From an optimization exercise on the open Yosys and OpenROAD flow, aimed at small area; shortcuts taken in it are not production practice. RTL that was checked went through simulation tests only; none was proved equivalent to the original. Only the layout flow was run in runs 5 and 6; the RTL was not checked for function there. Power is estimated from default activity; no workload was simulated.

**flow/run.sh**
```bash
#!/bin/bash
# synth_recipe.tcl (not shown) runs the flow's synth.tcl, then flattens the netlist and writes it again
# the make line also repeats each setting of config.mk as NAME=value (left out here)
make -C /OpenROAD-flow-scripts/flow DESIGN_CONFIG=/design/flow/config.mk WORK_HOME=/design/flow/orfs CLKGATE_MAP_FILE= SYNTH_SCRIPT=/design/flow/synth_recipe.tcl finish
```
**flow/config.mk**
```make
export PLATFORM = sky130hd
export DESIGN_NAME = CIC_Interpolator
export DESIGN_NICKNAME = CIC_Interpolator
export VERILOG_FILES = /design/flow/design.v
export SDC_FILE = /design/flow/constraint.sdc
export NUM_CORES = 4
export LEC_CHECK = 0
export CAP_MARGIN = 20
export CORE_MARGIN = 2
export CORE_UTILIZATION = 40
export SLEW_MARGIN = 20
```
**flow/constraint.sdc**
```tcl
create_clock -name core_clock -period 4.0 [get_ports {clk}]
set_input_delay 0.8000 -clock core_clock [delete_from_list [all_inputs] [get_ports {clk}]]
set_output_delay 0.8000 -clock core_clock [all_outputs]
set_load 0.01 [all_outputs]
```
**flow/design.v**
```verilog
`timescale 1ns / 1ps
module SRAM(
    clk,
	 rst,
	 i_write_EN,
    i_data,
    o_data
    );
 parameter ADDR_WIDTH = 12,
			  DATA_WIDTH = 8,
			  DEPTH      = 4096;
 input wire clk, rst, i_write_EN;
 input wire [DATA_WIDTH - 1:0] i_data;
 output reg  [DATA_WIDTH - 1:0] o_data;
 integer Index;
 reg signed [DATA_WIDTH-1:0] memory_array [0:DEPTH-2];
    always @ (posedge clk)
    begin
        if(rst) begin
            o_data   <= 0;
            for(Index = 0; Index < DEPTH - 1; Index = Index + 1) begin
                memory_array[Index] <= 0;
            end
        end else if(i_write_EN) begin
            o_data <= memory_array[DEPTH-2];									 
            for(Index = 1; Index < DEPTH - 1; Index = Index + 1) begin
                memory_array[Index] <= memory_array[Index - 1];
            end
            memory_array[0] <= i_data;
        end
    end
endmodule
`timescale 1ns/1ns
module Comb         (input wire 	   				clk,
							input wire 	   				ce,
							input wire 	   				rst,
							input wire signed [31:0] 	d_in,
							output reg signed [31:0] 	d_out);
parameter M = 2;
reg  [31:0] mem_write;
wire [31:0] mem_read;
SRAM #(.ADDR_WIDTH(8), .DATA_WIDTH(32), .DEPTH(M)) memory(clk, rst, ce, mem_write, mem_read);
	always @(posedge clk)
	begin
		if (rst)
		begin
			d_out     <= 32'd0;
			mem_write <= 32'd0;
		end else if (ce)
		begin
			mem_write <= d_in;
			d_out		<= d_in - mem_read;
		end
	end
endmodule
`timescale 1ns/1ns
module upsampler  (input wire 	   			clk,
						 input wire 	   			rst,
						 input wire signed [31:0] 	d_in,
						 output reg signed [31:0] 	d_out);
	parameter R = 2;
reg [7:0] zero_counter;
	always @(posedge clk)
	begin
		if (rst)
		begin
			d_out <= 32'd0;
			zero_counter <= 8'd0;
		end else
		begin
			if(zero_counter < R) begin
				d_out <= 32'd0;
				zero_counter <= zero_counter + 1'b1;
			end
			else begin
				d_out <= d_in;
				zero_counter <= 8'd0;
			end
		end
	end
endmodule
`timescale 1ns/1ns
module Intergrator		(input wire 	   			clk,
								 input wire 	   			rst,
								 input wire signed [31:0] 	d_in,
								 output reg signed [31:0] 	d_out);
	always @(posedge clk)
	begin
		if (rst)
		begin
			d_out <= 32'd0;
		end else
		begin
			d_out		<= d_out + d_in;
		end
	end
endmodule
`timescale 1ns / 1ps
module CIC_Interpolator 			(input wire 	   			clk,
								 			 input wire 	   			rst,
											 input wire signed [31:0] 	d_in,
											 output reg signed [31:0] 	d_out);
parameter M = 2,
			 R = 2;
reg sclk;								 
reg [7:0] clk_scaler_counter;
wire [31:0] comb_out1, comb_out2, comb_out3, comb_out;
wire [31:0] upsampler_out;
wire [31:0] integ_out1, integ_out2, integ_out3, integ_out;
always @(posedge clk)
begin
	if (rst) begin
		sclk               <= 1'b0;
		clk_scaler_counter <= 8'd0;
	end
	else begin
		clk_scaler_counter <= clk_scaler_counter + 1'b1;
		if(clk_scaler_counter >= R) begin
			sclk <= 1'b1;
			clk_scaler_counter <= 8'd0;
		end
		else begin
			sclk <= 1'b0;
		end
	end
end
Comb  #(.M(M)) comb1(clk,sclk,rst, d_in, 		comb_out1);
Comb  #(.M(M)) comb2(clk,sclk,rst, comb_out1, comb_out2);
Comb  #(.M(M)) comb3(clk,sclk,rst, comb_out2, comb_out3);
Comb  #(.M(M)) comb4(clk,sclk,rst, comb_out3, comb_out);
upsampler  #(.R(R)) Upsample(clk, rst, comb_out, upsampler_out);
Intergrator	integrator1	(clk,rst,upsampler_out,integ_out1);
Intergrator	integrator2	(clk,rst,integ_out1,integ_out2);
Intergrator	integrator3	(clk,rst,integ_out2,integ_out3);
Intergrator	integrator4	(clk,rst,integ_out3,integ_out);
always @(*) begin
	d_out = integ_out;
end
endmodule
```
==> notes.md, run 1 <==
global-route wire length before repair 129000 um; Seq/Total Area, Yosys 38.91%; Post-CTS Repair Setup Buffers 0; hold_buf cts 0; Worst-path clk slew 0.06 ns; Final min period 3.174 ns; Max Clk Rate 0.3151 GHz; hold-critical path depth 1; CP required 4.51 ns; Final Setup Violations 0; Reg power frac 36.5%; Clock Tree Buf Depth 3; routability cong. 0.8733; worst-path maximum fanout 4; largest net degree at the start of global routing 156; FFs w/ async S/R, synth 0%; CP Capture Type flop; cts bufs inserted 76; Gate power share 30.6%; EDFF count, synth 0; Die X 301.7 um; post-synthesis cell area 0.03545 mm2; CTS resizes 0; WL per Instance 14.93 um; I/O Buffers 65; Ports 66; Final Hold Fails 0; average size of a mapped cell 8.859 um2; Worst Max-Slew Pin Slew 1.045 ns; share of layout cells above drive strength 1 4.660%; Clock Skew 0.03094 ns; root buf cell clkbuf_16; DP HPWL 56150 um; Worst-Skew Late Latency 0.64 ns; Rows 109; fillers 8710; top_reg_cell synth dfxtp_1; DRT antenna net count 0; Yosys warning count 6; relative slew slack 30.33%; Core ar. 0.08810 mm2; run status no timing/DRC/antenna violations; Clock Sinks 689; DRT iter0 DRCs 1406; vias after detailed routing 26790; Ant. Diodes 0; initial antenna violation count 0; H-tree depth 3; WHS 0.4231 ns; DRC 0; unrepaired setup endpoints after global routing no; Mapped Cells 4001; Max Cap Viol 0; Int Pwr 15550 uW; Initial Utilization 40.23%; 1st-pass router iterations 5; Distinct cells, synth 92; # nets final 4266; P_leak 0.01743 uW; grt total ovfl 0; crit start category flop; Final TNS setup 0 ns; switching power 7653 uW; area growth from synthesis to layout 12.33%; Net Sw Frac 32.98%; Reg2Reg Depth 11; Util after Layout 45.19%; VDD IR max 0.0003756 V; CTS tree done; Slew Limit Fails 0; die area 0.09101 mm2; vias in the first global route 25370; WL final 77610 um; Yosys reg bits 689; area leader, netlist dfxtp_1; worst hold path type flop to flop; Power Density 582.7 mW/mm2; chip height 301.7 um; Yosys top cell area share 38.91%; routed vias/inst 5.153; most area-consuming cells after synthesis dfxtp_1, mux2i_1, ha_1; clock network power share 33.0%; GRT Overall Usage 16.98%; final clock period utilization by the worst path 79.34%; Setup CP Type flop to flop; WP data arrival 3.68 ns
[layer usage]
layer / vias to the layer above / global-route usage [%] / part of all wire (%) / routed length, um
met3: 116 / 2.478 / 3.0 / 2347
met2: 354 / 28.69 / 47 / 36170
li1: 13930 / - / - / -
met5: - / 0 / 0 / 0
met1: 12390 / 22.70 / 48 / 37460
met4: 0 / 4.220 / 2.1 / 1636
[final cells by class]
| cell class | instances | area [um2] | share of cell area (%) |
|---|---|---|---|
| multi-input combinational | 2942 | 20260 | 50.89 |
| sequential | 689 | 13800 | 34.65 |
| clock inverter | 32 | 586.8 | 1.474 |
| timing repair buffer | 85 | 880.8 | 2.212 |
| tap | 1165 | 1458 | 3.661 |
| clock buffer | 107 | 2158 | 5.421 |
| inverter | 179 | 671.9 | 1.687 |
[cell usage in the layout, fill, tap and decap left out, types with 11 or more instances in the layout]
| cell | n |
|---|---|
| a211oi_1 | 29 |
| a21o_1 | 140 |
| a21oi_1 | 225 |
| a221oi_1 | 11 |
| a31oi_1 | 33 |
| and2_1 | 45 |
| and3_1 | 24 |
| buf_4 | 14 |
| bufinv_16 | 14 |
| clkbuf_1 | 17 |
| clkbuf_16 | 76 |
| clkbuf_8 | 14 |
| clkdlybuf4s50_1 | 64 |
| dfxtp_1 | 688 |
| ha_1 | 251 |
| inv_1 | 179 |
| mux2i_1 | 427 |
| nand2_1 | 214 |
| nand2b_1 | 18 |
| nand3_1 | 59 |
| nand4_1 | 47 |
| nor2_1 | 654 |
| nor2b_1 | 45 |
| nor3_1 | 43 |
| o211ai_1 | 17 |
| o21a_1 | 29 |
| o21ai_0 | 163 |
| o21ai_1 | 17 |
| o21bai_1 | 28 |
| o31ai_1 | 16 |
| xnor2_1 | 124 |
| xor2_1 | 92 |
[state kept, by name, summed over array words and instances (netlist names), 8 cells and up]
signal,flops
comb1.d_out,32
clk_scaler_counter,8
integrator2.d_out,32
comb4.memory.o_data,32
comb3.d_out,32
comb3.memory.memory_array,32
comb1.memory.memory_array,32
comb2.d_out,32
comb3.memory.o_data,32
Upsample.d_out,32
integrator3.d_out,32
comb2.memory.o_data,32
comb2.memory.memory_array,32
comb1.mem_write,32
comb3.mem_write,32
integrator1.d_out,32
comb2.mem_write,32
comb4.mem_write,32
comb1.memory.o_data,32
integrator4.d_out,32
comb4.d_out,32
Upsample.zero_counter,8
comb4.memory.memory_array,32
[logic make-up (layout without fill, tap and decap cells)]
kind of cell / Yosys count / after routing / synth area share [%]
adder cells (fa/ha/maj): 259 / 259 / 9.312
buffers and inverters: 379 / 403 / 4.059
multiplexers: 430 / 430 / 12.16
XOR/XNOR: 216 / 216 / 5.337
AO/OA/AOI/OAI: 823 / 823 / 15.26
flip-flops: 689 / 689 / 38.91
AND/OR/NAND/NOR: 1204 / 1204 / 14.95
other: 1 / 10 / 0.01058
[through the flow]
step | worst slack, ns | cell area (um2) | std cells | power (uW)
after floorplan | 1.134 | 35480 | 4010 | 13860
after global routing | 0.5234 | 39820 | 5199 | 24640
final | 0.8265 | 39820 | 5199 | 23200
after CTS | 0.8197 | 39810 | 5199 | 23440
after detailed placement | 0.3386 | 37070 | 5060 | 15700
after global placement | 0.3039 | 37070 | 5060 | 15660
[synthesized netlist by cell type (all sizes together), types with 7 or more instances]
cell,instances
a41oi,7
and3,24
a21boi,9
nand2b,19
o22ai,7
clkbuf,149
inv,179
nand4,47
nor3b,9
dfxtp,689
nor2b,46
o31ai,17
a211oi,32
ha,251
a311oi,8
o21ai,184
a21oi,231
fa,8
xnor2,124
mux2i,427
nand2,215
o211ai,17
o21a,29
nor2,655
or3,10
o311ai,7
o21bai,28
a31oi,34
o2111ai,9
nand3,59
xor2,92
and2,46
nor3,43
buf,51
a21o,140
a221oi,15
[critical path: stages (launching register included)]
cell,delay [ns]
dfxtp_1,0.32
ha_1,0.22
fa_1,0.42
a21oi_1,0.23
o21ai_1,0.13
a2111oi_1,0.53
o41ai_1,0.23
a31oi_1,0.39
o211a_1,0.32
o21ai_2,0.09
xnor2_1,0.13
nor2_1,0.05
[final timing paths]
path,startpoint,end,slack [ns]
max,integrator1.d_out[0],integrator2.d_out[28],0.83
min reg2reg,Upsample.zero_counter[0],Upsample.zero_counter[0],0.42
max reg2reg,integrator1.d_out[0],integrator2.d_out[28],0.83
min,Upsample.zero_counter[0],Upsample.zero_counter[0],0.42
[power by group through the flow]
stage	clock network (uW)	registers, uW	logic [uW]
detailed placement	0	8640	7060
finish	7650	8470	7090
global route	8130	8570	7940
global placement	0	8630	7030
floorplan	0	8320	5540
CTS	7850	8490	7090
==> run 2, diff against run 1 <==
==> flow/design.v (replaced) <==
`timescale 1ns / 1ps
module SRAM #(parameter DATA_WIDTH = 32)
            (input  wire                    clk,
             input  wire                    i_flush,
             input  wire                    i_write_EN,
             input  wire [DATA_WIDTH-1:0]   i_data,
             output wire [DATA_WIDTH-1:0]   o_tap1,      
             output wire [DATA_WIDTH-1:0]   o_tap4);     
 reg [DATA_WIDTH-1:0] r0, r1, r2, r3;
    always @(posedge clk)
    begin
        r0 <= i_flush ? {DATA_WIDTH{1'b0}} : (i_write_EN ? i_data : r3);
        r1 <= r0;
        r2 <= r1;
        r3 <= r2;
    end
 assign o_tap1 = r2;
 assign o_tap4 = r3;
endmodule
`timescale 1ns/1ns
module Comb         (input  wire                clk,
                     input  wire                ce,
                     input  wire                flush,
                     input  wire        [31:0]  d_in,
                     output wire        [31:0]  d_out);
wire [31:0] tap1, tap4;
SRAM #(.DATA_WIDTH(32)) memory(.clk(clk), .i_flush(flush), .i_write_EN(ce),
                               .i_data(d_in), .o_tap1(tap1), .o_tap4(tap4));
assign d_out = tap1 - tap4;
endmodule
`timescale 1ns/1ns
module upsampler  (input  wire clk,
                   input  wire rst,
                   output wire sample,
                   output wire flush);
reg [1:0] phase;
reg       first;
	always @(posedge clk)
	begin
		if (rst)
		begin
			phase <= 2'd0;
			first <= 1'b1;
		end else
		begin
			phase <= (phase == 2'd2) ? 2'd0 : phase + 2'd1;
			if (phase == 2'd2)
				first <= 1'b0;
		end
	end
assign sample = (phase == 2'd0) & ~first;
assign flush  = rst | first;
endmodule
`timescale 1ns/1ns
module Intergrator		(input  wire 	   		clk,
						 input  wire 	   		rst,
						 input  wire [31:0] 	d_in,
						 output reg  [31:0] 	d_out);
	always @(posedge clk)
	begin
		if (rst)
			d_out <= 32'd0;
		else
			d_out <= d_out + d_in;
	end
endmodule
`timescale 1ns / 1ps
module CIC_Interpolator 			(input wire 	   			clk,
								 			 input wire 	   			rst,
											 input wire signed [31:0] 	d_in,
											 output wire signed [31:0] 	d_out);
wire sample, flush;
wire [31:0] comb_out1, comb_out2, comb_out3, comb_out;
reg  [31:0] integ_out1;
wire [31:0] integ_out2, integ_out3, integ_out;
upsampler  ctrl(.clk(clk), .rst(rst), .sample(sample), .flush(flush));
Comb comb1(clk, sample, flush, d_in,      comb_out1);
Comb comb2(clk, sample, flush, comb_out1, comb_out2);
Comb comb3(clk, sample, flush, comb_out2, comb_out3);
Comb comb4(clk, sample, flush, comb_out3, comb_out);
always @(posedge clk)
begin
	if (rst)
		integ_out1 <= 32'd0;
	else if (sample)
		integ_out1 <= integ_out1 + comb_out;
end
Intergrator	integrator2	(clk,rst,integ_out1,integ_out2);
Intergrator	integrator3	(clk,rst,integ_out2,integ_out3);
Intergrator	integrator4	(clk,rst,integ_out3,integ_out);
assign d_out = integ_out;
endmodule
--- a/flow/config.mk
+++ b/flow/config.mk
@@ -10,2 +10,3 @@
 export CORE_UTILIZATION = 40
+export CTS_BUF_LIST = sky130_fd_sc_hd__clkbuf_4
 export SLEW_MARGIN = 20
==> notes.md, run 2 <==
run status no timing/DRC/antenna violations; Setup CP Type flop to flop; count leader, synth dfxtp_1; max incr delay on CP 0.53 ns (about the same); top_reg_cell synth dfxtp_1; EDFF count, synth 0 (unchanged); Worst Max-Slew Pin Slew 0.9331 ns (-0.1118 ns); Yosys warning count 4 (-2); WP data arrival 4.51 ns (+0.83 ns); initial antenna violation count 2 (+2); chip height 266.0 um (-12%); worst hold path type flop to flop; routed vias/inst 4.837 (-6.1%); Final Setup Violations 0 (unchanged); Crit path buffers/inverters 2 (+2); relative slew slack 37.79% (+7.5 points); I/O Buffers 65 (unchanged); CP max-delay cell fa_1; DRC 0 (unchanged); root buf cell clkbuf_4; WL per Instance 13.08 um (-12%); most area-consuming cells after synthesis dfxtp_1, ha_1, a21oi_1; Yosys reg bits 643 (-6.7%); Max Clk Rate 0.2740 GHz (-13%); WL final 52120 um (-33%); DP HPWL 37050 um (-34%); Clock Skew 0.07092 ns (+0.03998 ns); Power Density 606.2 mW/mm2 (+4.0%); area growth from synthesis to layout 12.79%; Clock Tree Buf Depth 3 (unchanged); Distinct cells, synth 76 (-17%); CP Capture Type flop; Worst-path clk slew 0.07 ns (about the same); Yosys top cell area share 46.87% (+8.0 points); routability cong. 0.8668 (-0.74%); DRT iter0 DRCs 650 (-54%); share of layout cells above drive strength 1 9.323% (+4.7 points); cells along the critical path inv_1 -> fa_1 -> inv_1 -> ha_1 -> and3_1 -> a221oi_1 -> a21bo_2 -> a41oi_2 -> o31ai_4 -> a21oi_2 -> o21ai_1 -> xnor2_1 -> or3_1 -> a21oi_1; Final min period 3.650 ns (+0.4762 ns); Commonest cells post-synth dfxtp_1, nor2_1, inv_1, a21oi_1, ha_1; crit start category flop; WHS 0.2839 ns (-0.1392 ns); Inst Count DP 3709 (-27%); DRT antenna net count 0 (unchanged); P_leak 0.01388 uW (-20%); GRT Overall Usage 15.07% (-1.9 points); die area 0.07078 mm2 (-22%); 1st-pass router iterations 7 (+2); vias after detailed routing 19280 (-28%); area leader, netlist dfxtp_1; Core ar. 0.06835 mm2 (-22%); post-synthesis cell area 0.02747 mm2 (-23%); Clock Sinks 643 (-6.7%); # nets final 3285 (-23%); Rows 96 (-12%); delay-heaviest family, CP compound AO/OA/AOI/OAI gates; CP required 4.86 ns (+0.35 ns); FFs w/ async S/R, synth 0% (unchanged); Non-Filler Instances 3985 (-23%); Max Cap Viol 0 (unchanged); H-tree depth 4 (+1); cts bufs inserted 165 (+120%); commonest non-fill, non-tap cell in the layout dfxtp_1; average size of a mapped cell 9.716 um2 (+9.7%); Final TNS setup 0 ns (unchanged); Slew Limit Fails 0 (unchanged); cell mode on critical path inv_1; grt total ovfl 0 (unchanged); largest net degree at the start of global routing 88 (-44%); vias in the first global route 19230 (-24%); most frequent cells in the layout dfxtp_1, nor2_1, inv_1; worst-path maximum fanout 7 (+3); Final Hold Fails 0 (unchanged); VDD IR max 0.0002989 V (-20%); final clock period utilization by the worst path 91.24% (+12 points); unrepaired setup endpoints after global routing no; Mapped Cells 2827 (-29%); Seq/Total Area, Yosys 46.87% (+8.0 points); CTS tree done; Die X 266.0 um (-12%); Ports 66 (unchanged); global-route wire length before repair 87950 um (-32%); Worst-Skew Late Latency 0.99 ns (+0.35 ns); Initial Utilization 40.19% (-0.045 points)
## run 2: layer usage
metal | global-route usage [%] | wire length, um
met4 | 7.319 | 1439
met3 | 3.900 | 1994
met2 | 25.22 | 24130
met5 | 0 | 0
met1 | 17.98 | 24560
## run 2: where the power goes
part / switching, uW / internal, uW / total, uW
combinational: 3520 / 2950 / 6470
sequential: 287 / 6860 / 7140
clock: 2530 / 2630 / 5160
## run 2: stage by stage
stage	instance area [um2]	utilization (%)	worst slack, ns	power [uW]
after floorplan	27470	-	0.6646	12320
after global placement	29030	42.48	0.2940	13590
after detailed placement	29030	42.48	0.2837	13710
after CTS	30960	45.30	0.2373	19030
after global routing	30980	45.33	0.002971	20180
final	30980	45.33	0.3503	18780
## run 2: worst paths after layout
kind | start | to | slack, ns | cells after the start
worst max register to register | integ_out1[11] | integ_out1[31] | 0.35 | 14
worst max-delay path | integ_out1[11] | integ_out1[31] | 0.35 | 14
worst min-delay path | comb3.memory.r0[10] | comb3.memory.r1[10] | 0.28 | 0
worst min register to register | comb3.memory.r0[10] | comb3.memory.r1[10] | 0.28 | 0
## run 2: worst reg2reg max path: stages (launching register included)
cell	delay [ns]
dfxtp_1	0.36
inv_1	0.08
fa_1	0.53
inv_1	0.04
ha_1	0.37
and3_1	0.22
a221oi_1	0.27
a21bo_2	0.29
a41oi_2	0.33
o31ai_4	0.12
a21oi_2	0.23
o21ai_1	0.11
xnor2_1	0.13
or3_1	0.31
a21oi_1	0.14
## run 2: logic make-up (layout without fill, tap and decap cells)
group,after synthesis,after routing,share of synthesized area (%)
AO/OA/AOI/OAI,687,687,16.51
XOR/XNOR,197,197,6.282
adder cells (fa/ha/maj),257,257,12.72
buffers and inverters,326,599,4.478
flip-flops,643,643,46.87
multiplexers,72,72,2.624
other,0,3,0
AND/OR/NAND/NOR,645,645,10.52
## run 2: final cells by class
type,instances,area [um2]
Multi-Input combinational cell,1858,13390
Inverter,249,934.6
Sequential cell,643,12870
Clock inverter,45,220.2
Antenna cell,3,7.507
Fill cell,6494,37370
Clock buffer,228,1712
Timing Repair Buffer,77,738.2
Tap cell,882,1104
## run 2: timing repair
action	4_1_cts	5_1_grt
endpoints found under the setup margin	0	1
gates resized for setup	0	2
setup buffers	0	0
hold buffers	0	0
hold endpoints to repair	0	0
==> run 3, diff against run 2 <==
--- a/flow/config.mk
+++ b/flow/config.mk
@@ -10,3 +10,3 @@
 export CORE_UTILIZATION = 40
-export CTS_BUF_LIST = sky130_fd_sc_hd__clkbuf_4
+export CTS_BUF_LIST = sky130_fd_sc_hd__clkbuf_8
 export SLEW_MARGIN = 20
==> notes.md, run 3 <==
largest net degree at the start of global routing 88 (unchanged); # nets final 3221 (-1.9%); WL per Instance 13.35 um (+2.1%); delay-heaviest family, CP compound AO/OA/AOI/OAI gates; Seq/Total Area, Yosys 46.87% (unchanged); Final Setup Violations 0 (unchanged); global-route wire length before repair 87420 um (-0.60%); Clock Sinks 643 (unchanged); Reg power frac 37.1% (-0.9 points); area growth from synthesis to layout 13.43%; total power 19260 uW (+2.6%); clock network power share 29.3% (+1.8 points); routability cong. 0.8668 (unchanged); Post-CTS Repair Setup Buffers 0 (unchanged); routed vias/inst 4.858 (+0.43%); post-synthesis cell area 0.02747 mm2 (unchanged); worst-path maximum fanout 5 (-2); FFs w/ async S/R, synth 0% (unchanged); Final min period 3.615 ns (-0.03431 ns); cells along the critical path inv_1 -> fa_1 -> inv_1 -> ha_1 -> a21oi_1 -> o211ai_1 -> a21bo_2 -> a41oi_2 -> o31ai_4 -> a21oi_2 -> o21ai_1 -> xnor2_1 -> or3_1 -> a21oi_1; Crit path buffers/inverters 2 (unchanged); Int Pwr 12880 uW (+3.6%); Clock Skew 0.03339 ns (-0.03752 ns); Power Density 618.2 mW/mm2 (+2.0%); EDFF count, synth 0 (unchanged); VDD IR max 0.0004032 V (+35%); most frequent cells in the layout dfxtp_1, nor2_1, inv_1; Rows 96 (unchanged); Worst-Skew Late Latency 0.71 ns (-0.28 ns); 1st-pass router iterations 5 (-2); Worst Max-Slew Pin Slew 0.9248 ns (-0.008317 ns); hold_buf cts 0 (unchanged); cts bufs inserted 101 (-39%); die area 0.07078 mm2 (unchanged); H-tree depth 3 (-1); most area-consuming cells after synthesis dfxtp_1, ha_1, a21oi_1; top_reg_cell synth dfxtp_1; Ports 66 (unchanged); Ant. Diodes 0 (-3); Util after Layout 45.59% (+0.26 points); Final Hold Fails 0 (unchanged); Max Clk Rate 0.2766 GHz (+0.95%); Slew Limit Fails 0 (unchanged); DRT antenna net count 0 (unchanged); area leader, netlist dfxtp_1; Net Sw Frac 33.11% (-0.66 points); Yosys top cell area share 46.87% (unchanged); grt total ovfl 0 (unchanged); Initial Utilization 40.19% (unchanged); Clock Tree Buf Depth 3 (unchanged); Distinct cells, synth 76 (unchanged); Setup CP Type flop to flop; Yosys reg bits 643 (unchanged); fillers 6415 (-1.2%); Yosys warning count 4 (unchanged); relative slew slack 38.35% (+0.55 points); run status no timing/DRC/antenna violations; I/O Buffers 65 (unchanged); initial antenna violation count 0 (-2); WL final 51900 um (-0.43%); Mapped Cells 2827 (unchanged); CP Capture Type flop; GRT Overall Usage 14.83% (-0.24 points); share of layout cells above drive strength 1 6.587% (-2.7 points); DRC 0 (unchanged); CP required 4.63 ns (-0.23 ns); CTS tree done; chip height 266.0 um (unchanged); DRT iter0 DRCs 743 (+14%); crit start category flop; CP max-delay cell fa_1; Die X 266.0 um (unchanged); worst hold path type flop to flop; DP HPWL 37050 um (unchanged); Gate power share 33.6% (-0.9 points); unrepaired setup endpoints after global routing no; Core ar. 0.06835 mm2 (unchanged); count leader, synth dfxtp_1; commonest non-fill, non-tap cell in the layout dfxtp_1; Final TNS setup 0 ns (unchanged); switching power 6377 uW (+0.56%); Worst-path clk slew 0.06 ns (about the same); Max Cap Viol 0 (unchanged); average size of a mapped cell 9.716 um2 (unchanged); final clock period utilization by the worst path 90.39% (-0.86 points); max incr delay on CP 0.53 ns (about the same); WP data arrival 4.25 ns (-0.26 ns); CTS resizes 0 (unchanged); vias in the first global route 18650 (-3.0%); Commonest cells post-synth dfxtp_1, nor2_1, inv_1, a21oi_1, ha_1; root buf cell clkbuf_8; vias after detailed routing 18890 (-2.0%); P_leak 0.01393 uW (+0.39%)
-- run 3: cell counts after synthesis --
No cell type changed its count.
-- run 3: worst paths after layout --
| path | from | slack (ns) | depth (start not counted) | endpoint |
|---|---|---|---|---|
| max | integ_out1[6] | 0.38 | 14 | integ_out1[31] |
| min | comb4.memory.r0[29] | 0.31 | 0 | comb4.memory.r1[29] |
| max reg2reg | integ_out1[6] | 0.38 | 14 | integ_out1[31] |
| min reg2reg | comb4.memory.r0[29] | 0.31 | 0 | comb4.memory.r1[29] |
-- run 3: power by group through the flow --
| stage | registers (uW) | clock network, uW | logic, uW |
|---|---|---|---|
| floorplan | 7200 | 0 | 5110 |
| global placement | 7280 | 0 | 6320 |
| detailed placement | 7290 | 0 | 6430 |
| CTS | 7150 | 5850 | 6460 |
| global route | 7210 | 6140 | 7230 |
| finish | 7150 | 5640 | 6480 |
-- run 3: worst register-to-register path: stages (launching register included) --
cell,delay [ns]
dfxtp_1,0.36
inv_1,0.07
fa_1,0.53
inv_1,0.04
ha_1,0.34
a21oi_1,0.36
o211ai_1,0.22
a21bo_2,0.27
a41oi_2,0.33
o31ai_4,0.12
a21oi_2,0.23
o21ai_1,0.11
xnor2_1,0.13
or3_1,0.31
a21oi_1,0.14
-- run 3: cells by family (layout without fill, tap and decap cells) --
group | after synthesis | after routing | share of synthesized area, %
AO/OA/AOI/OAI | 687 | 687 | 16.51
AND/OR/NAND/NOR | 645 | 645 | 10.52
flip-flops | 643 | 643 | 46.87
buffers and inverters | 326 | 505 | 4.478
adder cells (fa/ha/maj) | 257 | 257 | 12.72
XOR/XNOR | 197 | 197 | 6.282
multiplexers | 72 | 72 | 2.624
-- run 3: final cells by class --
type / count / area, um2 / area share (%)
clock inverter: 49 / 327.8 / 1.052
sequential: 643 / 12870 / 41.32
tap: 882 / 1104 / 3.542
clock buffer: 130 / 1789 / 5.743
timing repair buffer: 77 / 738.2 / 2.369
inverter: 249 / 934.6 / 3.000
multi-input combinational: 1858 / 13390 / 42.98
-- run 3: metrics by stage --
stage / hold WS [ns] / std cells / area (um2) / worst slack (ns)
final: 0.3120 / 3888 / 31160 / 0.3846
after global placement: 0.3095 / 3709 / 29030 / 0.2940
after global routing: 0.3242 / 3888 / 31160 / 0.004418
after detailed placement: 0.3121 / 3709 / 29030 / 0.2837
after CTS: 0.3004 / 3888 / 31150 / 0.2546
after floorplan: 0.3096 / 2827 / 27470 / 0.6646
-- run 3: per-layer routing --
layer / global-route usage (%) / share of wire, %
met4: 5.846 / 3.1
met2: 25.16 / 46
met5: 0 / 0
met3: 2.994 / 3.2
met1: 18.45 / 48
==> run 4, diff against run 3 <==
--- a/flow/config.mk
+++ b/flow/config.mk
@@ -10,3 +10,2 @@
 export CORE_UTILIZATION = 40
-export CTS_BUF_LIST = sky130_fd_sc_hd__clkbuf_8
 export SLEW_MARGIN = 20
==> notes.md, run 4 <==
Final TNS setup 0 ns (unchanged); r2r setup slk 0.34 ns (-0.04 ns); count leader, synth dfxtp_1; largest net degree at the start of global routing 88 (unchanged); root buf cell clkbuf_16; CP max-delay cell fa_1; commonest non-fill, non-tap cell in the layout dfxtp_1; Distinct cells, synth 76 (unchanged); Power Density 639.9 mW/mm2 (+3.5%); PnR worst setup slack 0.3419 ns (-0.04269 ns); DP HPWL 37050 um (unchanged); Non-Filler Instances 3829 (-1.5%); Yosys reg bits 643 (unchanged); Initial Utilization 40.19% (unchanged); most area-consuming cells after synthesis dfxtp_1, ha_1, a21oi_1; crit start category flop; Int Pwr 13660 uW (+6.1%); die area 0.07078 mm2 (unchanged); fillers 6343 (-1.1%); routed vias/inst 4.897 (+0.81%); Worst-path clk slew 0.06 ns (about the same); worst hold path type flop to flop; max incr delay on CP 0.53 ns (about the same); Net Sw Frac 31.92% (-1.2 points); most frequent cells in the layout dfxtp_1, nor2_1, inv_1; cells along the critical path inv_1 -> fa_1 -> inv_1 -> ha_1 -> a21oi_1 -> o211ai_1 -> a21bo_2 -> a41oi_2 -> o31ai_4 -> a21oi_2 -> o21ai_1 -> xnor2_1 -> or3_1 -> a21oi_1; multi-input logic area 0.01339 mm2 (unchanged); final clock period utilization by the worst path 91.45% (+1.1 points); routability cong. 0.8668 (unchanged); Gate power share 32.3% (-1.3 points); Max Cap Viol 0 (unchanged); CP Capture Type flop; Crit path buffers/inverters 2 (unchanged); Clock Skew 0.02406 ns (-0.009330 ns); Commonest cells post-synth dfxtp_1, nor2_1, inv_1, a21oi_1, ha_1; unrepaired setup endpoints after global routing no; Util after Layout 45.90% (+0.31 points); Core ar. 0.06835 mm2 (unchanged); top_reg_cell synth dfxtp_1; run status no timing/DRC/antenna violations; Rows 96 (unchanged); DRC 0 (unchanged); WL per Instance 13.46 um (+0.80%); Max Clk Rate 0.2734 GHz (-1.2%); Mapped Cells 2827 (unchanged); Worst Max-Slew Pin Slew 0.8567 ns (-0.06812 ns); WHS 0.3191 ns (+0.007119 ns); Register Area 0.01287 mm2 (unchanged); GRT Overall Usage 14.72% (-0.11 points); area leader, netlist dfxtp_1; I/O Buffers 65 (unchanged); global-route wire length before repair 86700 um (-0.83%); clock network power share 32.1% (+2.8 points); pre-CTS setup slack 0.2837 ns (unchanged); CP required 4.54 ns (-0.09 ns); Final Hold Fails 0 (unchanged); worst-path maximum fanout 5 (unchanged); Ant. Diodes 0 (unchanged); H-tree depth 3 (unchanged); Clock Sinks 643 (unchanged); WL final 51520 um (-0.73%); DRT antenna net count 0 (unchanged); Final min period 3.658 ns (+0.04270 ns); EDFF count, synth 0 (unchanged); Yosys warning count 4 (unchanged); DRT iter0 DRCs 758 (+2.0%); Seq/Total Area, Yosys 46.87% (unchanged); CTS tree done; vias after detailed routing 18750 (-0.72%); Reg power frac 35.6% (-1.5 points); average size of a mapped cell 9.716 um2 (unchanged); WP data arrival 4.20 ns (-0.05 ns); Yosys top cell area share 46.87% (unchanged); switching power 6407 uW (+0.47%); share of layout cells above drive strength 1 5.260% (-1.3 points); Setup CP Type flop to flop; Inst Count DP 3709 (unchanged); relative slew slack 41.41% (+3.1 points); Ports 66 (unchanged); VDD IR max 0.0003736 V (-7.3%); cts bufs inserted 69 (-32%); # nets final 3189 (-0.99%); Slew Limit Fails 0 (unchanged); P_leak 0.01386 uW (-0.47%); Post-CTS Repair Setup Buffers 0 (unchanged); Die X 266.0 um (unchanged); chip height 266.0 um (unchanged); area growth from synthesis to layout 14.21%; vias in the first global route 18370 (-1.5%); Worst-Skew Late Latency 0.61 ns (-0.10 ns); Final Setup Violations 0 (unchanged); initial antenna violation count 0 (unchanged); post-synthesis cell area 0.02747 mm2 (unchanged); grt total ovfl 0 (unchanged); Clock Tree Buf Depth 3 (unchanged); FFs w/ async S/R, synth 0% (unchanged); 1st-pass router iterations 4 (-1); delay-heaviest family, CP compound AO/OA/AOI/OAI gates
==> run 4: cell counts after synthesis <==
Identical to the previous run, type by type.
==> run 4: cells by family after synthesis <==
group	after synthesis	share of synthesized area, %
XOR/XNOR	197	6.282
flip-flops	643	46.87
AO/OA/AOI/OAI	687	16.51
adder cells (fa/ha/maj)	257	12.72
buffers and inverters	326	4.478
multiplexers	72	2.624
AND/OR/NAND/NOR	645	10.52
==> run 4: timing repair <==
action,4_1_cts,5_1_grt
setup endpoints to repair,0,1
hold buffers,0,0
resized for setup,0,2
==> run 4: layer usage <==
layer	global-route usage, %	up-vias	share of wire, %
met5	0	-	0
met4	5.618	0	3.3
met3	2.569	128	3.0
met2	25.13	312	46
met1	18.52	8437	48
li1	-	9874	-
==> run 4: final timing paths <==
| path | startpoint | cells past startpoint | end |
|---|---|---|---|
| max | integ_out1[6] | 14 | integ_out1[31] |
| max reg2reg | integ_out1[6] | 14 | integ_out1[31] |
| min reg2reg | comb1.memory.r0[0] | 0 | comb1.memory.r1[0] |
| min | comb1.memory.r0[0] | 0 | comb1.memory.r1[0] |
==> run 4: worst reg2reg max path, cell delays in order, from the launching register on <==
cell	delay, ns
dfxtp_1	0.36
inv_1	0.07
fa_1	0.53
inv_1	0.04
ha_1	0.34
a21oi_1	0.39
o211ai_1	0.25
a21bo_2	0.28
a41oi_2	0.32
o31ai_4	0.12
a21oi_2	0.22
o21ai_1	0.11
xnor2_1	0.13
or3_1	0.31
a21oi_1	0.14
==> run 4: final cells by class <==
cell class / instances / area share (%)
Inverter: 249 / 2.980
Clock buffer: 94 / 6.250
Tap cell: 882 / 3.518
Timing Repair Buffer: 77 / 2.353
Clock inverter: 26 / 1.177
Multi-Input combinational cell: 1858 / 42.69
Sequential cell: 643 / 41.04
==> run 4: stage by stage <==
step / total power [uW] / area (um2)
floorplan: 12320 / 27470
global placement: 13590 / 29030
detailed placement: 13710 / 29030
CTS: 20250 / 31360
global route: 21320 / 31370
finish: 20070 / 31370
==> run 4: power groups by stage <==
| stage | clock, uW | sequential, uW | combinational (uW) |
|---|---|---|---|
| 4_1_cts | 6650 | 7150 | 6460 |
| 6_report | 6450 | 7140 | 6480 |
| 3_5_place_dp | 0 | 7290 | 6430 |
| 5_1_grt | 6890 | 7210 | 7230 |
| 2_1_floorplan | 0 | 7200 | 5110 |
| 3_3_place_gp | 0 | 7280 | 6320 |
==> run 5, diff against run 4 <==
--- a/flow/design.v
+++ b/flow/design.v
@@ -28,3 +28,3 @@
                                .i_data(d_in), .o_tap1(tap1), .o_tap4(tap4));
-assign d_out = tap1 - tap4;
+Adder32 sub(.a(tap1), .b(~tap4), .cin(1'b1), .s(d_out));
 endmodule
@@ -58,2 +58,4 @@
 						 output reg  [31:0] 	d_out);
+wire [31:0] sum;
+Adder32 add(.a(d_out), .b(d_in), .cin(1'b0), .s(sum));
 	always @(posedge clk)
@@ -63,4 +65,27 @@
 		else
-			d_out <= d_out + d_in;
+			d_out <= sum;
 	end
+endmodule
+module Adder32 (input  wire [31:0] a,
+                input  wire [31:0] b,
+                input  wire        cin,
+                output wire [31:0] s);
+wire [31:0] p = a ^ b;
+wire [31:0] g = a & b;
+reg  [31:0] G, P, Gn, Pn;
+integer i, d;
+always @(*) begin
+	G = g; P = p;
+	G[0] = g[0] | (p[0] & cin);
+	for (d = 1; d < 32; d = d * 2) begin
+		Gn = G; Pn = P;
+		for (i = 0; i < 32; i = i + 1)
+			if ((i / d) % 2 == 1) begin
+				Gn[i] = G[i] | (P[i] & G[(i / d) * d - 1]);
+				Pn[i] = P[i] & P[(i / d) * d - 1];
+			end
+		G = Gn; P = Pn;
+	end
+end
+assign s = p ^ {G[30:0], cin};
 endmodule
@@ -72,3 +97,3 @@
 wire sample, flush;
-wire [31:0] comb_out1, comb_out2, comb_out3, comb_out;
+wire [31:0] comb_out1, comb_out2, comb_out3;
 reg  [31:0] integ_out1;
@@ -79,3 +104,9 @@
 Comb comb3(clk, sample, flush, comb_out2, comb_out3);
-Comb comb4(clk, sample, flush, comb_out3, comb_out);
+wire [31:0] tap1, tap4;
+SRAM #(.DATA_WIDTH(32)) comb4_mem(.clk(clk), .i_flush(flush), .i_write_EN(sample),
+                                  .i_data(comb_out3), .o_tap1(tap1), .o_tap4(tap4));
+wire [31:0] integ_next1, cs_s, cs_c;
+assign cs_s = integ_out1 ^ tap1 ^ ~tap4;
+assign cs_c = (integ_out1 & tap1) | (integ_out1 & ~tap4) | (tap1 & ~tap4);
+Adder32 add1(.a(cs_s), .b({cs_c[30:0], 1'b1}), .cin(1'b0), .s(integ_next1));
 always @(posedge clk)
@@ -85,3 +116,3 @@
 	else if (sample)
-		integ_out1 <= integ_out1 + comb_out;
+		integ_out1 <= integ_next1;
 end
--- a/flow/config.mk
+++ b/flow/config.mk
@@ -9,3 +9,4 @@
 export CORE_MARGIN = 2
-export CORE_UTILIZATION = 40
+export CORE_UTILIZATION = 60
+export CTS_BUF_LIST = sky130_fd_sc_hd__clkbuf_2 sky130_fd_sc_hd__clkbuf_4 sky130_fd_sc_hd__clkbuf_8
 export SLEW_MARGIN = 20
==> notes.md, run 5 <==
run status no timing/DRC/antenna violations; worst hold path type flop to flop; Worst-path clk slew 0.07 ns (about the same); area growth from synthesis to layout 13.52%; Register Area 0.01287 mm2 (unchanged); routed vias/inst 5.048 (+3.1%); Final min period 3.775 ns (+0.1172 ns); initial antenna violation count 0 (unchanged); Worst-Skew Late Latency 0.66 ns (+0.05 ns); 1st-pass router iterations 5 (+1); Metal-1 WL 19930 um (-19%); Yosys top cell area share 51.00% (+4.1 points); H-tree depth 3 (unchanged); commonest non-fill, non-tap cell in the layout dfxtp_1; Final Hold Fails 0 (unchanged); Clock Sinks 643 (unchanged); root buf cell clkbuf_8; CTS tree done; Max Cap Viol 0 (unchanged); Clock Tree Buf Depth 3 (unchanged); WL per Instance 13.18 um (-2.0%); Ant. Diodes 0 (unchanged); most area-consuming cells after synthesis dfxtp_1, ha_1, fa_1; Yosys warning count 5 (+1); Max Clk Rate 0.2649 GHz (-3.1%); Final Setup Violations 0 (unchanged); hold_buf cts 0 (unchanged); WL met2 19050 um (-19%); Commonest cells post-synth dfxtp_1, inv_1, nor2_1, ha_1, a21oi_1; worst-path maximum fanout 4 (-1); Worst Max-Slew Pin Slew 0.9934 ns (+0.1367 ns); Net Sw Frac 30.61% (-1.3 points); Initial Utilization 60.44% (+20 points); CP Capture Type flop; WHS 0.3130 ns (-0.006135 ns); Mapped Cells 2398 (-15%); average size of a mapped cell 10.53 um2 (+8.3%); WL final 41460 um (-20%); chip height 209.1 um (-21%); WP data arrival 4.32 ns (+0.12 ns); Distinct cells, synth 72 (-5.3%); max layer used met4; dpl cell area 0.02649 mm2 (-8.7%); routability cong. 0.8303 (-4.2%); vias in the first global route 15730 (-14%); crit start category flop; die area 0.04372 mm2 (-38%); post-synthesis cell area 0.02524 mm2 (-8.1%); Setup CP Type flop to flop; grt total ovfl 0 (unchanged); Post-CTS Repair Setup Buffers 0 (unchanged); cts bufs inserted 101 (+46%); CP required 4.54 ns (about the same); Ports 66 (unchanged); Die X 209.1 um (-21%); area leader, netlist dfxtp_1; CTS resizes 0 (unchanged); fillers 3249 (-49%); share of layout cells above drive strength 1 9.018% (+3.8 points); final clock period utilization by the worst path 94.38% (+2.9 points); most frequent cells in the layout dfxtp_1, inv_1, nor2_1; clock network power share 31.0% (-1.1 points); DR WL met3 1394 um (-9.5%); DRT antenna net count 0 (unchanged); top_reg_cell synth dfxtp_1; Power Density 637.0 mW/mm2 (-0.45%); Core ar. 0.04176 mm2 (-39%); Seq/Total Area, Yosys 51.00% (+4.1 points); relative slew slack 33.77% (-7.6 points); total power 18250 uW (-9.1%); DRT iter0 DRCs 656 (-13%); # nets final 2839 (-11%); largest net degree at the start of global routing 97 (+10%); Slew Limit Fails 0 (unchanged); DRC 0 (unchanged); multi-input logic area 0.01121 mm2 (-16%); unrepaired setup endpoints after global routing no; count leader, synth dfxtp_1; Yosys reg bits 643 (unchanged); Gate power share 29.7% (-2.6 points); VDD IR max 0.0003361 V (-10%); Reg power frac 39.3% (+3.7 points); global-route wire length before repair 71320 um (-18%); P_leak 0.01250 uW (-9.9%); Int Pwr 12660 uW (-7.3%); DP HPWL 29080 um (-21%); FFs w/ async S/R, synth 0% (unchanged); Clock Skew 0.01497 ns (-0.009092 ns); EDFF count, synth 0 (unchanged); final non-filler cell area 0.02865 mm2 (-8.7%); Rows 75 (-22%); switching power 5588 uW (-13%); vias after detailed routing 15880 (-15%); Final TNS setup 0 ns (unchanged); GRT Overall Usage 19.65% (+4.9 points); I/O Buffers 65 (unchanged)
==> run 5: layer usage <==
layer | vias up | GRT usage (%)
li1 | 8287 | -
met1 | 7270 | 25.15
met2 | 228 | 32.67
met3 | 90 | 3.727
met4 | 0 | 8.374
met5 | - | 0
==> run 5: final cells by class <==
class	instances	area share, %
Multi-Input combinational cell	1441	39.13
Inverter	263	3.445
Timing Repair Buffer	78	2.603
Tap cell	539	2.354
Clock buffer	161	7.144
Clock inverter	20	0.4017
Sequential cell	643	44.92
==> run 5: final timing paths <==
check | start | end | slack [ns] | depth (start not counted)
min reg2reg | comb3.memory.r1[8] | comb3.memory.r2[8] | 0.31 | 0
max reg2reg | integ_out1[1] | integ_out1[31] | 0.22 | 14
min | comb3.memory.r1[8] | comb3.memory.r2[8] | 0.31 | 0
max | integ_out1[1] | integ_out1[31] | 0.22 | 14
==> run 5: cell families after synthesis <==
| logic type | share of synthesized area [%] |
|---|---|
| fa+ha+maj | 15.69 |
| compound gates | 11.08 |
| mux | 3.098 |
| xor+xnor | 5.552 |
| buf+inv | 4.670 |
| flops | 51.00 |
| simple gates | 8.908 |
==> run 5: worst max-delay path, stage by stage (launching register included) <==
cell	delay [ns]
dfxtp_1	0.39
inv_1	0.08
fa_1	0.54
inv_1	0.06
fa_1	0.46
a211oi_1	0.25
o21bai_1	0.15
o21a_1	0.26
o211ai_1	0.31
a21oi_1	0.19
o21ai_0	0.21
o21ai_0	0.19
mux2i_1	0.24
a211oi_1	0.10
a31o_2	0.22
==> run 5: per-stage QoR <==
step                setup slack (ns)  util [%]  cells
floorplan                     0.7712         -   2398
global placement              0.3470     63.44   2964
detailed placement            0.2299     63.44   2964
CTS                           0.2099     68.62   3145
global route                 0.02977     68.62   3145
finish                        0.2247     68.62   3145
==> run 5: power groups by stage <==
| stage | registers [uW] | clock network [uW] | logic [uW] |
|---|---|---|---|
| 2_1_floorplan | 7250 | 0 | 4380 |
| 3_3_place_gp | 7300 | 0 | 5250 |
| 3_5_place_dp | 7320 | 0 | 5410 |
| 4_1_cts | 7180 | 5840 | 5440 |
| 5_1_grt | 7230 | 6130 | 6100 |
| 6_report | 7170 | 5650 | 5420 |
==> run 6, diff against run 5 <==
--- a/flow/config.mk
+++ b/flow/config.mk
@@ -9,4 +9,6 @@
 export CORE_MARGIN = 2
-export CORE_UTILIZATION = 60
-export CTS_BUF_LIST = sky130_fd_sc_hd__clkbuf_2 sky130_fd_sc_hd__clkbuf_4 sky130_fd_sc_hd__clkbuf_8
+export CORE_UTILIZATION = 40
+export CTS_BUF_LIST = sky130_fd_sc_hd__clkbuf_16
+export CTS_CLUSTER_DIAMETER = 100
+export CTS_CLUSTER_SIZE = 30
 export SLEW_MARGIN = 20
==> notes.md, run 6 <==
cts bufs inserted 25 (-75%); worst-path maximum fanout 4 (unchanged); die area 0.06513 mm2 (+49%); DP HPWL 30710 um (+5.6%); final clock period utilization by the worst path 93.32% (-1.1 points); Util after Layout 43.91% (-25 points); unrepaired setup endpoints after global routing no; routed vias/inst 4.577 (-9.3%); WP data arrival 4.24 ns (-0.08 ns); H-tree depth 1 (-2); Worst-path clk slew 0.11 ns (+0.04 ns); WL per Instance 12.71 um (-3.6%); vias after detailed routing 15110 (-4.9%); Ant. Diodes 0 (unchanged); Net Sw Frac 32.37% (+1.8 points); Post-CTS Repair Setup Buffers 0 (unchanged); share of layout cells above drive strength 1 3.301% (-5.7 points); post-synthesis cell area 0.02524 mm2 (unchanged); 1st-pass router iterations 4 (-1); WL final 41950 um (+1.2%); Clock Tree Buf Depth 3 (unchanged); Mapped Cells 2398 (unchanged); global-route wire length before repair 70990 um (-0.46%); Max Clk Rate 0.2679 GHz (+1.1%); initial antenna violation count 0 (unchanged); worst hold path type flop to flop; Final Hold Fails 0 (unchanged); Seq/Total Area, Yosys 51.00% (unchanged); Yosys warning count 5 (unchanged); grt total ovfl 0 (unchanged); pre-CTS setup slack 0.2071 ns (-0.02277 ns); crit start category flop; switching power 5059 uW (-9.5%); Clock Sinks 643 (unchanged); largest net degree at the start of global routing 93 (-4.1%); relative slew slack 35.63% (+1.9 points); Final TNS setup 0 ns (unchanged); # nets final 2761 (-2.7%); chip height 255.2 um (+22%); total power 15630 uW (-14%); CP Capture Type flop; Commonest cells post-synth dfxtp_1, inv_1, nor2_1, ha_1, a21oi_1; PnR worst setup slack 0.2672 ns (+0.04251 ns); DRT antenna net count 0 (unchanged); CP required 4.51 ns (-0.03 ns); Slew Limit Fails 0 (unchanged); count leader, synth dfxtp_1; fillers 5926 (+82%); CTS tree done; Setup CP Type flop to flop; top_reg_cell synth dfxtp_1; CTS resizes 0 (unchanged); Yosys top cell area share 51.00% (unchanged); Final min period 3.733 ns (-0.04250 ns); Die X 255.2 um (+22%); GRT Overall Usage 13.14% (-6.5 points); Reg power frac 45.9% (+6.6 points); Final Setup Violations 0 (unchanged); Core ar. 0.06274 mm2 (+50%); FFs w/ async S/R, synth 0% (unchanged); P_leak 0.01168 uW (-6.5%); Initial Utilization 40.23% (-20 points); vias in the first global route 14750 (-6.2%); hold_buf cts 0 (unchanged); EDFF count, synth 0 (unchanged); run status no timing/DRC/antenna violations; Worst-Skew Late Latency 0.60 ns (-0.06 ns); most frequent cells in the layout dfxtp_1, inv_1, nor2_1; Rows 92 (+23%); VDD IR max 0.0003669 V (+9.2%); Worst Max-Slew Pin Slew 0.9656 ns (-0.02781 ns); routability cong. 0.8221 (-0.99%); commonest non-fill, non-tap cell in the layout dfxtp_1; Distinct cells, synth 72 (unchanged); root buf cell clkbuf_16; I/O Buffers 65 (unchanged); average size of a mapped cell 10.53 um2 (unchanged); DRT iter0 DRCs 706 (+7.6%); area leader, netlist dfxtp_1; Max Cap Viol 0 (unchanged); area growth from synthesis to layout 9.141%; Ports 66 (unchanged); Power Density 567.4 mW/mm2 (-11%); Int Pwr 10570 uW (-17%); clock network power share 19.4% (-12 points); DRC 0 (unchanged); Yosys reg bits 643 (unchanged); Gate power share 34.6% (+4.9 points); Clock Skew 0.01313 ns (-0.001841 ns); most area-consuming cells after synthesis dfxtp_1, ha_1, fa_1
[run 6: cell counts after synthesis]
Identical to the previous run, type by type.
[run 6: kinds of logic (layout without fill, tap and decap cells)]
kind of cell / count (synthesis) / after routing / synth area share (%)
multiplexers: 78 / 78 / 3.098
flip-flops: 643 / 643 / 51.00
XOR/XNOR: 160 / 160 / 5.552
adder cells (fa/ha/maj): 277 / 277 / 15.69
AND/OR/NAND/NOR: 501 / 501 / 8.908
AO/OA/AOI/OAI: 425 / 425 / 11.08
buffers and inverters: 314 / 370 / 4.670
[run 6: critical path, cell delays in order, from the launching register on]
cell and delay (ns):
dfxtp_1 0.40, inv_1 0.09, fa_1 0.54, inv_1 0.06, fa_1 0.46, a211oi_1 0.26, o21bai_1 0.16, o21a_1 0.25
o211ai_1 0.28, a21oi_1 0.18, o21ai_0 0.19, o21ai_0 0.18, mux2i_1 0.25, a211oi_1 0.11, a31o_2 0.23
[run 6: stage by stage]
stage                     cells  cell area, um2  hold slack [ns]
after global placement     3269           26870           0.3095
after detailed placement   3269           26870           0.3121
after CTS                  3300           27550           0.3287
after floorplan            2398           25240           0.3096
final                      3300           27550           0.3299
after global routing       3300           27550           0.3320
[run 6: path summary, 6_finish.rpt]
path / startpoint / endpoint / slack [ns] / cells after the start
max: integ_out1[1] / integ_out1[31] / 0.27 / 14
min: comb4_mem.r0[24] / comb4_mem.r1[24] / 0.33 / 0
max reg2reg: integ_out1[1] / integ_out1[31] / 0.27 / 14
min reg2reg: comb4_mem.r0[24] / comb4_mem.r1[24] / 0.33 / 0
[run 6: per-layer routing]
metal,global-route usage (%),vias to the layer above,share of wire (%)
li1,-,8075,-
met1,18.14,6831,51
met2,21.98,145,44
met3,1.505,54,2.3
met4,3.191,0,2.3
met5,0,-,0
[run 6: area by class of cell]
| type | count | area [um2] | share of cell area [%] |
|---|---|---|---|
| Clock inverter | 6 | 48.80 | 0.1771 |
| Multi-Input combinational cell | 1441 | 11210 | 40.70 |
| Clock buffer | 25 | 625.6 | 2.271 |
| Inverter | 263 | 987.2 | 3.584 |
| Sequential cell | 643 | 12870 | 46.73 |
| Tap cell | 846 | 1059 | 3.842 |
| Timing Repair Buffer | 76 | 743.2 | 2.698 |
[run 6: power by group through the flow]
stage | clock network, uW | logic (uW) | registers [uW]
finish | 3040 | 5420 | 7180
global route | 3420 | 6150 | 7250
CTS | 3180 | 5460 | 7190
detailed placement | 0 | 5420 | 7330
global placement | 0 | 5260 | 7310
floorplan | 0 | 4380 | 7250

## static timing again, ports no longer ideal
The flow's constraints put no driver on any port. The routed layouts listed below were extracted and timed again, unchanged, in two steps. Step 1 sets driving cells, clkbuf_16 on the clock port and buf_2 on the other inputs (assumed; they add their load-dependent delay and slew). Step 2 also shifts input and output timing later by t, the mid clock arrival at the registers, as if the neighbouring blocks saw the same clock. Slacks: no drivers / after step 1 / after step 2; pairs: no drivers / after step 1.
run | t (ns) | setup slack, ns | worst setup path at the end | slew at the worst register clock pin (ns) | worst slew at a driven data input, ns
run 1 | 0.688 | 0.826 / 0.826 / 0.269 | input to register | 0.06 / 0.06 | 0.09
run 2 | 1.004 | 0.350 / 0.350 / 0.350 | register to register | 0.08 / 0.08 | 0.08
run 3 | 0.744 | 0.385 / 0.385 / 0.385 | register to register | 0.07 / 0.07 | 0.08
run 4 | 0.653 | 0.342 / 0.342 / 0.342 | register to register | 0.06 / 0.06 | 0.08
run 5 | 0.704 | 0.225 / 0.225 / 0.225 | register to register | 0.07 / 0.07 | 0.05
run 6 | 0.651 | 0.267 / 0.267 / 0.267 | register to register | 0.11 / 0.11 | 0.04
After both steps setup and hold are still met in every run listed. For run 1, which loses most, drivers alone change the setup slack by 0.000 ns; drivers and shift together by -0.557 ns.
